Source: an optimization exercise on an open RTL-to-GDS flow (aim: small area and a short achievable clock period). Production flows keep margins and buffers that such runs may drop.
RTL that was checked went through simulation tests only; none was proved equivalent to the original.
The flow treats the clock pin as an ideal source. Dropping or thinning the clock tree relies on that and would not hold on a real chip.
Power and IR drop assume default switching activity.

## sync_fifo
module sync_fifo #(
    parameter WIDTH = 32,
    parameter DEPTH = 8
)(
    input wire clk,
    input wire rst,
    input wire wr_en,
    input wire rd_en,
    input wire [WIDTH-1:0] din,
    output reg [WIDTH-1:0] dout,
    output reg full,
    output wire empty
);
    reg [WIDTH-1:0] mem [0:7];
    reg [3:0] wj;       
    reg [7:0] rsel_q;   
    reg full_i, nempty_i, nempty_o;
    wire [7:0] rsel = rsel_q ^ 8'd1;
    wire [7:0] wdec;
    sync_fifo_jdec u_wdec (.j(wj), .y(wdec));
    wire [7:0] wen = wdec & {8{~full_i}};
    assign empty = ~nempty_o;
    wire wr_acc = wr_en & ~full_i;
    wire rd_acc = rd_en & nempty_i;
    wire n7 = |(wen & {rsel[0], rsel[7:1]});
    wire n1 = |(rsel & {wen[0], wen[7:1]});
    wire full_nx = (full_i & ~rd_acc) | (wr_acc & ~rd_acc & n7);
    wire [8:0] sel = {~rd_acc, rsel & {8{rd_acc}}};
    wire [WIDTH-1:0] rdata;
    genvar b, w;
    generate
        for (b = 0; b < WIDTH; b = b + 1) begin : g_rd
            sync_fifo_rdbit u_rd (
                .sel(sel),
                .d({dout[b], mem[7][b], mem[6][b], mem[5][b], mem[4][b],
                    mem[3][b], mem[2][b], mem[1][b], mem[0][b]}),
                .y(rdata[b])
            );
        end
        for (w = 0; w < 8; w = w + 1) begin : g_wr
            always @(posedge clk) begin
                if (wen[w])
                    mem[w] <= din;
            end
        end
    endgenerate
    always @(posedge clk or posedge rst) begin
  ...
==> module sync_fifo, before the edit <==
module sync_fifo #(
    parameter WIDTH = 32,
    parameter DEPTH = 8
)(
    input wire clk,
    input wire rst,
    input wire wr_en,
    input wire rd_en,
    input wire [WIDTH-1:0] din,
    output reg [WIDTH-1:0] dout,
    output reg full,
    output wire empty
);
    reg [WIDTH-1:0] mem [0:7];
    reg [3:0] wj;       
    reg [7:0] rsel_q;   
    reg full_i, nempty_i, nempty_o;
    wire [7:0] rsel = rsel_q ^ 8'd1;
    wire [7:0] wdec;
    sync_fifo_jdec u_wdec (.j(wj), .y(wdec));
    wire [7:0] wen = wdec & {8{~full_i}};
    assign empty = ~nempty_o;
    wire wr_acc = wr_en & ~full_i;
    wire rd_acc = rd_en & nempty_i;
    wire n7 = |(wen & {rsel[0], rsel[7:1]});
    wire n1 = |(rsel & {wen[0], wen[7:1]});
    wire full_nx = (full_i & ~rd_acc) | (wr_acc & ~rd_acc & n7);
    wire [8:0] sel = {~rd_acc, rsel & {8{rd_acc}}};
    wire [WIDTH-1:0] rdata;
    genvar b, w;
    generate
        for (b = 0; b < WIDTH; b = b + 1) begin : g_rd
            sync_fifo_rdbit u_rd (
                .sel(sel),
                .d({dout[b], mem[7][b], mem[6][b], mem[5][b], mem[4][b],
                    mem[3][b], mem[2][b], mem[1][b], mem[0][b]}),
                .y(rdata[b])
            );
        end
        for (w = 0; w < 8; w = w + 1) begin : g_wr
            always @(posedge clk) begin
                if (wen[w])
                    mem[w] <= din;
            end
        end
    endgenerate
    always @(posedge clk or posedge rst) begin
        if (rst) begin
            wj       <= 4'd0;
            rsel_q   <= 8'd0;
            full_i   <= 1'b0;
            nempty_i <= 1'b0;
            full     <= 1'b0;
            nempty_o <= 1'b0;
            dout     <= {WIDTH{1'b0}};
        end else begin
            dout <= rdata;
            if (wr_acc) wj <= {wj[2:0], ~wj[3]};
            if (rd_acc) rsel_q <= {rsel[6:0], rsel[7]} ^ 8'd1;
            full_i   <= full_nx;
            nempty_i <= (nempty_i | wr_acc) & ~(rd_acc & ~wr_acc & n1);
            full     <= ~rd_acc & (full_i | (wr_acc & n7));
            nempty_o <= wr_acc | (nempty_i & ~(rd_acc & n1));
        end
    end
endmodule
export LEC_CHECK = 0
export CAP_MARGIN = 20
export CORE_MARGIN = 2
export CORE_UTILIZATION = 40
export SETUP_SLACK_MARGIN = 1.33
export SLEW_MARGIN = 20
export SYNTH_HIERARCHICAL = 1
create_clock -name core_clock -period 3.0 [get_ports {clk}]
standard.sh (not shown) runs the stock make flow with config.mk's settings and CLKGATE_MAP_FILE= SYNTH_SCRIPT=/design/flow/synth_recipe.tcl, a recipe that flattens the netlist after the stock synthesis.
==> flow/flow/run.sh <==
#!/bin/bash
# Own layout flow: the standard ORFS flow (standard synthesis unchanged),
# with
#  - the port buffers made as buf_1 cells instead of the default delay buffers;
#  - clock tree synthesis without dummy loads, in clusters of up to 30 sinks;
#  - after CTS, the branch level of the clock tree removed (collapse_clock.tcl),
#    so every register sees the root buffer and one leaf buffer; the CTS
#    step's timing repair then runs on the collapsed tree.
# make's output goes to make_finish.log; each step's own log is under orfs/logs.
set -euo pipefail
cd "$(dirname "$0")/.."
here=$(pwd)
bash standard.sh \
  "BUFFER_PORTS_ARGS=-buffer_cell sky130_fd_sc_hd__buf_1" \
  "CTS_ARGS=-sink_clustering_enable -repair_clock_nets -dont_use_dummy_load -sink_clustering_size 30 -sink_clustering_max_diameter 150" \
  "POST_CTS_TCL=$here/flow/collapse_clock.tcl" \
  "SKIP_CTS_REPAIR_TIMING=1" \
  finish > make_finish.log 2>&1
Other scripts of this flow, unchanged in this note and not shown: flow/flow/collapse_clock.tcl
The first run went through all stages and came out clean.
Rerun with:
--- a/flow/design.v
+++ b/flow/design.v
@@ -11,17 +11,16 @@
     output reg [WIDTH-1:0] dout,
     output reg full,
     output wire empty
 );
     reg [WIDTH-1:0] mem [0:7];
-    reg [3:0] wj;       
-    reg [7:0] rsel_q;   
+    reg [7:0] wen_q;    
+    wire [7:0] wen = wen_q ^ 8'd1;
+    reg [3:0] rj;       
+    wire [7:0] rsel;    
+    sync_fifo_jdec u_rdec (.j(rj), .y(rsel));
     reg full_i, nempty_i, nempty_o;
-    wire [7:0] rsel = rsel_q ^ 8'd1;
-    wire [7:0] wdec;
-    sync_fifo_jdec u_wdec (.j(wj), .y(wdec));
-    wire [7:0] wen = wdec & {8{~full_i}};
     assign empty = ~nempty_o;
     wire wr_acc = wr_en & ~full_i;
     wire rd_acc = rd_en & nempty_i;
     wire n7 = |(wen & {rsel[0], rsel[7:1]});
     wire n1 = |(rsel & {wen[0], wen[7:1]});
@@ -45,21 +44,22 @@
             end
         end
     endgenerate
     always @(posedge clk or posedge rst) begin
         if (rst) begin
-            wj       <= 4'd0;
-            rsel_q   <= 8'd0;
+            wen_q    <= 8'd0;
+            rj       <= 4'd0;
             full_i   <= 1'b0;
             nempty_i <= 1'b0;
             full     <= 1'b0;
             nempty_o <= 1'b0;
             dout     <= {WIDTH{1'b0}};
         end else begin
             dout <= rdata;
-            if (wr_acc) wj <= {wj[2:0], ~wj[3]};
-            if (rd_acc) rsel_q <= {rsel[6:0], rsel[7]} ^ 8'd1;
+            wen_q <= ({8{~full_nx}} &
+                     ({8{full_i}} & rsel | (wr_acc ? {wen[6:0], wen[7]} : wen))) ^ 8'd1;
+            if (rd_acc) rj <= {rj[2:0], ~rj[3]};
             full_i   <= full_nx;
             nempty_i <= (nempty_i | wr_acc) & ~(rd_acc & ~wr_acc & n1);
             full     <= ~rd_acc & (full_i | (wr_acc & n7));
             nempty_o <= wr_acc | (nempty_i & ~(rd_acc & n1));
         end
Effect: Synthesized cell count goes up by about 4.4%; global-route usage increases by 0.54 points; sequential share of layout area drops by 1.2 points; setup slack degrades by 110 ps; count of clock-buffer cells in the layout is unchanged; synthesized area came out higher by about 1%; core utilization rises by 0.54 points; fmax decreases by about 6.4%; total power increases by 34%; via count climbs by about 6.5%; sequential cell count is unchanged; hold slack loses 110 ps; register-to-register slack loses 110 ps; clock power is about the same.
No run of this note included a check of the RTL's function; only the layout flow was run.


v6:
sync_fifo, a different RTL version from the one above (not shown whole).
Size in the first run: ~490 cells after synthesis, about 300 flip-flops.
==> module sync_fifo, before the edit <==
module sync_fifo #(
    parameter WIDTH = 32,
    parameter DEPTH = 8
)(
    input wire clk,
    input wire rst,
    input wire wr_en,
    input wire rd_en,
    input wire [WIDTH-1:0] din,
    output reg [WIDTH-1:0] dout,
    output reg full,
    output wire empty
);
    reg [WIDTH-1:0] mem [0:7];
    reg [3:0] wj, rj;             
    reg full_i, nempty_i, nempty_o;
    assign empty = ~nempty_o;
    wire wr_acc = wr_en & ~full_i;
    wire rd_acc = rd_en & nempty_i;
    wire [3:0] wj_inc = {wj[2:0], ~wj[3]};
    wire [3:0] rj_inc = {rj[2:0], ~rj[3]};
    wire n7 = (wj_inc == rj);
    wire n1 = (rj_inc == wj);
    wire [7:0] wdec, rdec;
    sync_fifo_jdec u_wdec (.j(wj), .y(wdec));
    sync_fifo_jdec u_rdec (.j(rj), .y(rdec));
    wire [7:0] wen = wdec & {8{~full_i}};
    wire [8:0] sel = {~rd_acc, rdec & {8{rd_acc}}};
    wire [WIDTH-1:0] rdata;
    genvar b, w;
    generate
        for (b = 0; b < WIDTH; b = b + 1) begin : g_rd
            sync_fifo_rdbit u_rd (
                .sel(sel),
                .d({dout[b], mem[7][b], mem[6][b], mem[5][b], mem[4][b],
                    mem[3][b], mem[2][b], mem[1][b], mem[0][b]}),
                .y(rdata[b])
            );
        end
        for (w = 0; w < 8; w = w + 1) begin : g_wr
            always @(posedge clk) begin
                if (wen[w])
                    mem[w] <= din;
            end
        end
    endgenerate
    always @(posedge clk or posedge rst) begin
        if (rst) begin
            wj       <= 4'd0;
            rj       <= 4'd0;
            full_i   <= 1'b0;
            nempty_i <= 1'b0;
            full     <= 1'b0;
            nempty_o <= 1'b0;
            dout     <= {WIDTH{1'b0}};
        end else begin
            dout <= rdata;
            if (wr_acc) wj <= wj_inc;
            if (rd_acc) rj <= rj_inc;
            full_i   <= (full_i & ~rd_acc) | (wr_acc & ~rd_acc & n7);
            nempty_i <= (nempty_i | wr_acc) & ~(rd_acc & ~wr_acc & n1);
            full     <= ~rd_acc & (full_i | (wr_acc & n7));
            nempty_o <= wr_acc | (nempty_i & ~(rd_acc & n1));
        end
    end
endmodule
==> module sync_fifo_jdec, before the edit <==
module sync_fifo_jdec (
    input wire [3:0] j,
    output wire [7:0] y
);
    assign y[0] = ~j[3] & ~j[0];
    assign y[1] =  j[0] & ~j[1];
    assign y[2] =  j[1] & ~j[2];
    assign y[3] =  j[2] & ~j[3];
    assign y[4] =  j[3] &  j[0];
    assign y[5] = ~j[0] &  j[1];
    assign y[6] = ~j[1] &  j[2];
    assign y[7] = ~j[2] &  j[3];
endmodule
Settings: LEC_CHECK=0, CAP_MARGIN=20, CORE_MARGIN=2, CORE_UTILIZATION=40, SETUP_SLACK_MARGIN=1.33, SLEW_MARGIN=20, SYNTH_HIERARCHICAL=1; clock period 3.0 ns.
==> flow/flow/collapse_clock.tcl <==
# POST_CTS hook (with SKIP_CTS_REPAIR_TIMING=1): collapse the clock tree to two buffer levels. Every clock
# buffer that the root buffer drives and that drives only other clock
# buffers is removed, and its loads are moved onto the root buffer's net.
# All registers keep the same number of buffers (two) between them and the
# clock port, so the tree stays balanced; only the insertion delay drops.
proc my_collapse_clock_tree {} {
  set block [ord::get_db_block]
  set removed 0
  set port [$block findBTerm clk]
  set clknet [$port getNet]
  foreach rit [$clknet getITerms] {
    set root [$rit getInst]
    set rootout ""
    foreach it [$root getITerms] { if {[$it isOutputSignal]} { set rootout [$it getNet] } }
    if {$rootout eq ""} { continue }
    foreach it [$rootout getITerms] {
      set mid [$it getInst]
      if {$mid eq $root} { continue }
      if {![string match "*clkbuf*" [[$mid getMaster] getName]]} { continue }
      set midout ""
      foreach mit [$mid getITerms] { if {[$mit isOutputSignal]} { set midout $mit } }
      if {$midout eq ""} { continue }
      set onet [$midout getNet]
      set all_bufs 1
      foreach lit [$onet getITerms] {
        if {$lit eq $midout} { continue }
        if {![string match "*clkbuf*" [[[$lit getInst] getMaster] getName]]} { set all_bufs 0 }
      }
      if {!$all_bufs} { continue }
      foreach lit [$onet getITerms] {
        if {$lit eq $midout} { continue }
        $lit disconnect
        $lit connect $rootout
      }
      $midout disconnect
      $it disconnect
      odb::dbInst_destroy $mid
      odb::dbNet_destroy $onet
      incr removed
    }
  }
  puts "my_collapse_clock_tree: removed $removed clock buffers"
}
my_collapse_clock_tree
estimate_parasitics -placement
report_clock_latency -clock [all_clocks]

# The CTS step's own timing repair is skipped (SKIP_CTS_REPAIR_TIMING=1) so
# that it runs here, on the collapsed tree, as cts.tcl would run it.
repair_timing_helper
set result [catch { detailed_placement } msg]
if { $result != 0 } {
  error "Detailed placement failed after the clock tree collapse: $msg"
}
check_placement -verbose
Scripts as last shown in full above: flow/flow/run.sh
v6 has completed all stages; timing, DRC and antenna checks passed.
Relative to v6, the following input files were edited for v7:
==> flow/design.v <==
`timescale 1ns/1ps
module sync_fifo #(
    parameter WIDTH = 32,
    parameter DEPTH = 8
)(
    input wire clk,
    input wire rst,
    input wire wr_en,
    input wire rd_en,
    input wire [WIDTH-1:0] din,
    output reg [WIDTH-1:0] dout,
    output reg full,
    output wire empty
);
    reg [WIDTH-1:0] mem [0:7];
    reg [7:0] wen_q;    
    wire [7:0] wen = wen_q ^ 8'd1;
    reg [7:0] rsel_q;   
    wire [7:0] rsel = rsel_q ^ 8'd1;
    reg full_i, nempty_i, nempty_o;
    assign empty = ~nempty_o;
    wire wr_acc = wr_en & ~full_i;
    wire rd_acc = rd_en & nempty_i;
    wire n7 = |(wen & {rsel[0], rsel[7:1]});
    wire n1 = |(rsel & {wen[0], wen[7:1]});
    wire full_nx = (full_i & ~rd_acc) | (wr_acc & ~rd_acc & n7);
    wire [8:0] sel = {~rd_acc, rsel & {8{rd_acc}}};
    wire [WIDTH-1:0] rdata;
    genvar b, w;
    generate
        for (b = 0; b < WIDTH; b = b + 1) begin : g_rd
            sync_fifo_rdbit u_rd (
                .sel(sel),
                .d({dout[b], mem[7][b], mem[6][b], mem[5][b], mem[4][b],
                    mem[3][b], mem[2][b], mem[1][b], mem[0][b]}),
                .y(rdata[b])
            );
        end
        for (w = 0; w < 8; w = w + 1) begin : g_wr
            always @(posedge clk) begin
                if (wen[w])
                    mem[w] <= din;
            end
        end
    endgenerate
    always @(posedge clk or posedge rst) begin
        if (rst) begin
            wen_q    <= 8'd0;
            rsel_q   <= 8'd0;
            full_i   <= 1'b0;
            nempty_i <= 1'b0;
            full     <= 1'b0;
            nempty_o <= 1'b0;
            dout     <= {WIDTH{1'b0}};
        end else begin
            dout <= rdata;
            wen_q <= ({8{~full_nx}} &
                     ({8{full_i}} & rsel | (wr_acc ? {wen[6:0], wen[7]} : wen))) ^ 8'd1;
            if (rd_acc) rsel_q <= {rsel[6:0], rsel[7]} ^ 8'd1;
            full_i   <= full_nx;
            nempty_i <= (nempty_i | wr_acc) & ~(rd_acc & ~wr_acc & n1);
            full     <= ~rd_acc & (full_i | (wr_acc & n7));
            nempty_o <= wr_acc | (nempty_i & ~(rd_acc & n1));
        end
    end
endmodule
module sync_fifo_rdbit (
    input wire [8:0] sel,
    input wire [8:0] d,
    output wire y
);
    wire [2:0] n;
    sync_fifo_aoi222 u_a (.s(sel[2:0]), .d(d[2:0]), .y(n[0]));
    sync_fifo_aoi222 u_b (.s(sel[5:3]), .d(d[5:3]), .y(n[1]));
    sync_fifo_aoi222 u_c (.s(sel[8:6]), .d(d[8:6]), .y(n[2]));
    sync_fifo_nand3 u_n (.a(n), .y(y));
endmodule
module sync_fifo_aoi222 (
    input wire [2:0] s,
    input wire [2:0] d,
    output wire y
);
    assign y = ~|(s & d);
endmodule
module sync_fifo_nand3 (
    input wire [2:0] a,
    output wire y
);
    assign y = ~&a;
endmodule
--- outcome ---
- v7: full flow OK, the timing, design-rule and antenna checks passed
- Changes observed in v7 relative to v6: part of the total power dissipated in combinational logic dropped 7.7 points, setup slack now sits higher, data arrival time at the worst-slack endpoint fell 0.81 ns.
- Summary of the comparison: largest incremental delay on the critical path is lower in v7, relative to v6.
- Diff v6 -> v7: routed metal-1 wire length saw a decrease, synthesized area saw an increase.
Function not checked in v6: the RTL went through the layout flow alone.

static timing again, ports no longer ideal:
The results above use ideal ports. As a check the final layouts listed here were re-extracted and re-timed, cells and wires unchanged. Step 1 sets driving cells, clkbuf_16 on the clock port and buf_2 on the other inputs (assumed; they add their load-dependent delay and slew). Step 2 also shifts input and output timing later by t, the mid clock arrival at the registers, as if the neighbouring blocks saw the same clock. Three values: ideal ports, drivers, drivers and shift; two values: the first two.
run	t (ns)	setup slack, ns	worst setup path after step 2	worst register clock-pin slew, ns	worst slew at a driven data input, ns
the first run of note 1	0.442	1.360 / 1.318 / 1.054	input to register	0.11 / 0.11	0.09
the second run of note 1	0.448	1.248 / 1.248 / 0.922	input to register	0.12 / 0.12	0.08
v6	0.463	1.221 / 1.221 / 0.958	input to register	0.11 / 0.11	0.08
v7	0.457	1.373 / 1.331 / 1.006	input to register	0.12 / 0.12	0.07
After both steps every run listed still meets setup and hold. For v7, which loses most, drivers alone change the setup slack by -0.042 ns; drivers and shift together by -0.367 ns.
